Context: an optimization exercise on an open-source flow, tuned for small area, a short achievable clock period and few clock cycles. The choices shown serve that exercise and are no tape-out recipe.
Function was checked by simulation only, so behaviour that the tests miss may differ from the original.
Power is estimated from default activity; no workload was simulated.

oak:
==> flow/design.v (excerpt) <==
module ahb_lite_fir_filter(
    input logic clk,
    input logic n_rst,
    input logic hsel,
    input logic [3:0] haddr,
    input logic hsize,
    input logic [1:0] htrans,
    input logic hwrite,
    input logic [15:0] hwdata,
    output logic [15:0] hrdata,
    output logic hresp
);
    logic        wr_q;           
    logic [7:0]  sel_q;
    logic        a0_q, sz_q;
    logic        lo_q, hi_q;
    logic [13:4][7:0] regs;      
    logic [7:1]  reg14;          
    logic        busy, err;
    logic [15:0] fir_out;
    logic [16:0] r_q;
    logic [3:1]  nz_q;
    logic [13:4] be;
    wire   bad_addr = (hwrite & (haddr <= 4'd3)) | (haddr == 4'd15);
    assign hresp = bad_addr;
    always_comb begin
        for (int i = 4; i <= 13; i++)
            be[i] = wr_q & sel_q[i / 2] & (sz_q | (a0_q == i[0]));
    end
    wire be14 = wr_q & sel_q[7] & ~a0_q;
    wire start_sample = be[4] | be[5];
    wire start_load = be14 & hwdata[0];
    always_ff @(posedge clk, negedge n_rst) begin
        if (!n_rst) begin
            wr_q <= 1'b0;
            sel_q <= '0;
            a0_q <= 1'b0;
            sz_q <= 1'b0;
            lo_q <= 1'b0;
            hi_q <= 1'b0;
            for (int i = 4; i <= 13; i++) regs[i] <= '0;
            reg14 <= '0;
        end else begin
            wr_q <= hsel & (htrans != 2'b00) & hwrite & ~bad_addr;
            for (int k = 0; k < 8; k++) sel_q[k] <= (haddr[3:1] == k[2:0]);
            a0_q <= haddr[0];
            sz_q <= hsize;
            lo_q <= hsize | ~haddr[0];
            hi_q <= (hsize | haddr[0]) & (haddr != 4'd14);
            for (int i = 4; i <= 13; i++)
                if (be[i]) regs[i] <= i[0] ? hwdata[15:8] : hwdata[7:0];
  ...
Settings: LEC_CHECK=0, ABC_AREA=1, CAP_MARGIN=30, CORE_MARGIN=2, CORE_UTILIZATION=55, CTS_CLUSTER_DIAMETER=100, CTS_CLUSTER_SIZE=25, GPL_TIMING_DRIVEN=0, SETUP_SLACK_MARGIN=5, SLEW_MARGIN=30, TNS_END_PERCENT=100; clock period 10.0 ns.
standard.sh (not shown) runs the stock make flow with config.mk's settings and CLKGATE_MAP_FILE= SYNTH_SCRIPT=/design/flow/synth_recipe.tcl, a recipe that flattens the netlist after the stock synthesis.
==> flow/flow/run.sh <==
#!/bin/bash
set -euo pipefail
bash standard.sh \
    "BUFFER_PORTS_ARGS=-buffer_cell sky130_fd_sc_hd__buf_2" \
    MATCH_CELL_FOOTPRINT=0 \
    SETUP_SLACK_MARGIN=5.3 \
    finish > orfs_make.log 2>&1
oak: done, clean on timing, DRC and antenna
Testbench counts of oak, summed over its fixed seeds: cycles 2,696.
Modified inputs, pine compared to oak
diff --git a/flow/config.mk b/flow/config.mk
--- a/flow/config.mk
+++ b/flow/config.mk
@@ -10,6 +10,5 @@
 export CORE_MARGIN = 2
-export CORE_UTILIZATION = 55
+export CORE_UTILIZATION = 62
 export CTS_CLUSTER_DIAMETER = 100
 export CTS_CLUSTER_SIZE = 25
-export GPL_TIMING_DRIVEN = 0
 export SETUP_SLACK_MARGIN = 5
==> comparison <==
- pine went all the way through the flow, and no timing, DRC or antenna check failed.
- Worst setup slack: pine vs oak down 0.0086 ns
- Against oak, clock buffer count in pine fell by a little under 10%.
- Delta(routability congestion estimate, pine - oak) > 0
- Looking at met3 wirelength from detailed routing, pine sits 3.4% below oak.
- Changes observed in pine relative to oak: cell area after layout decreased by 1.3% relative to the old numbers; power fell by 4.4%; clock latency on the worst-skew pair neither gained nor lost much.
Modified inputs, birch compared to pine
diff --git a/flow/flow/run.sh b/flow/flow/run.sh
--- a/flow/flow/run.sh
+++ b/flow/flow/run.sh
@@ -5,3 +5,3 @@
     MATCH_CELL_FOOTPRINT=0 \
-    SETUP_SLACK_MARGIN=5.3 \
+    SETUP_SLACK_MARGIN=5.5 \
     finish > orfs_make.log 2>&1
diff --git a/flow/config.mk b/flow/config.mk
--- a/flow/config.mk
+++ b/flow/config.mk
@@ -10,3 +10,3 @@
 export CORE_MARGIN = 2
-export CORE_UTILIZATION = 62
+export CORE_UTILIZATION = 55
 export CTS_CLUSTER_DIAMETER = 100
Findings:
birch falls short of pine in clock power.
Looking only at leakage power figure, and setting everything else aside, the lower value of birch and pine goes to pine.
Summary: wire length of the first global-routing pass, birch worse than pine
On area occupied by multi-input gates, the higher figure sits with birch, not pine.
Relative to pine, depth of the worst register-to-register path has increased by 1 in birch.
The higher via count of the first global-routing pass of birch and pine is in pine.
In the metrics for birch and pine, the one carrying the higher combinational gate power is birch.

port drivers added, routing unchanged:
The results above use ideal ports. As a check the final layouts listed here were re-extracted and re-timed, cells and wires unchanged.
Step 1 sets driving cells, clkbuf_16 on the clock port and buf_2 on the other inputs (assumed; they add their load-dependent delay and slew).
Step 2, shift: input delay + t, output delay - t, t = (earliest + latest rising clock arrival at the registers) / 2. This alone moves slack from input paths to output paths.
Slacks: ideal ports / drivers / drivers and shift; pairs: ideal ports / drivers.
| run | t, ns | setup WS [ns] | worst setup path after step 2 | pins driven straight from the clock port |
|---|---|---|---|---|
| oak | 0.581 | 5.351 / 5.330 / 5.330 | input to output | 1 |
| pine | 0.589 | 5.343 / 5.312 / 5.321 | input to output | 1 |
| birch | 0.609 | 5.427 / 5.377 / 5.377 | input to output | 1 |
After both steps setup and hold are still met in every run listed. For birch, which loses most, drivers alone change the setup slack by -0.050 ns; drivers and shift together by -0.050 ns.
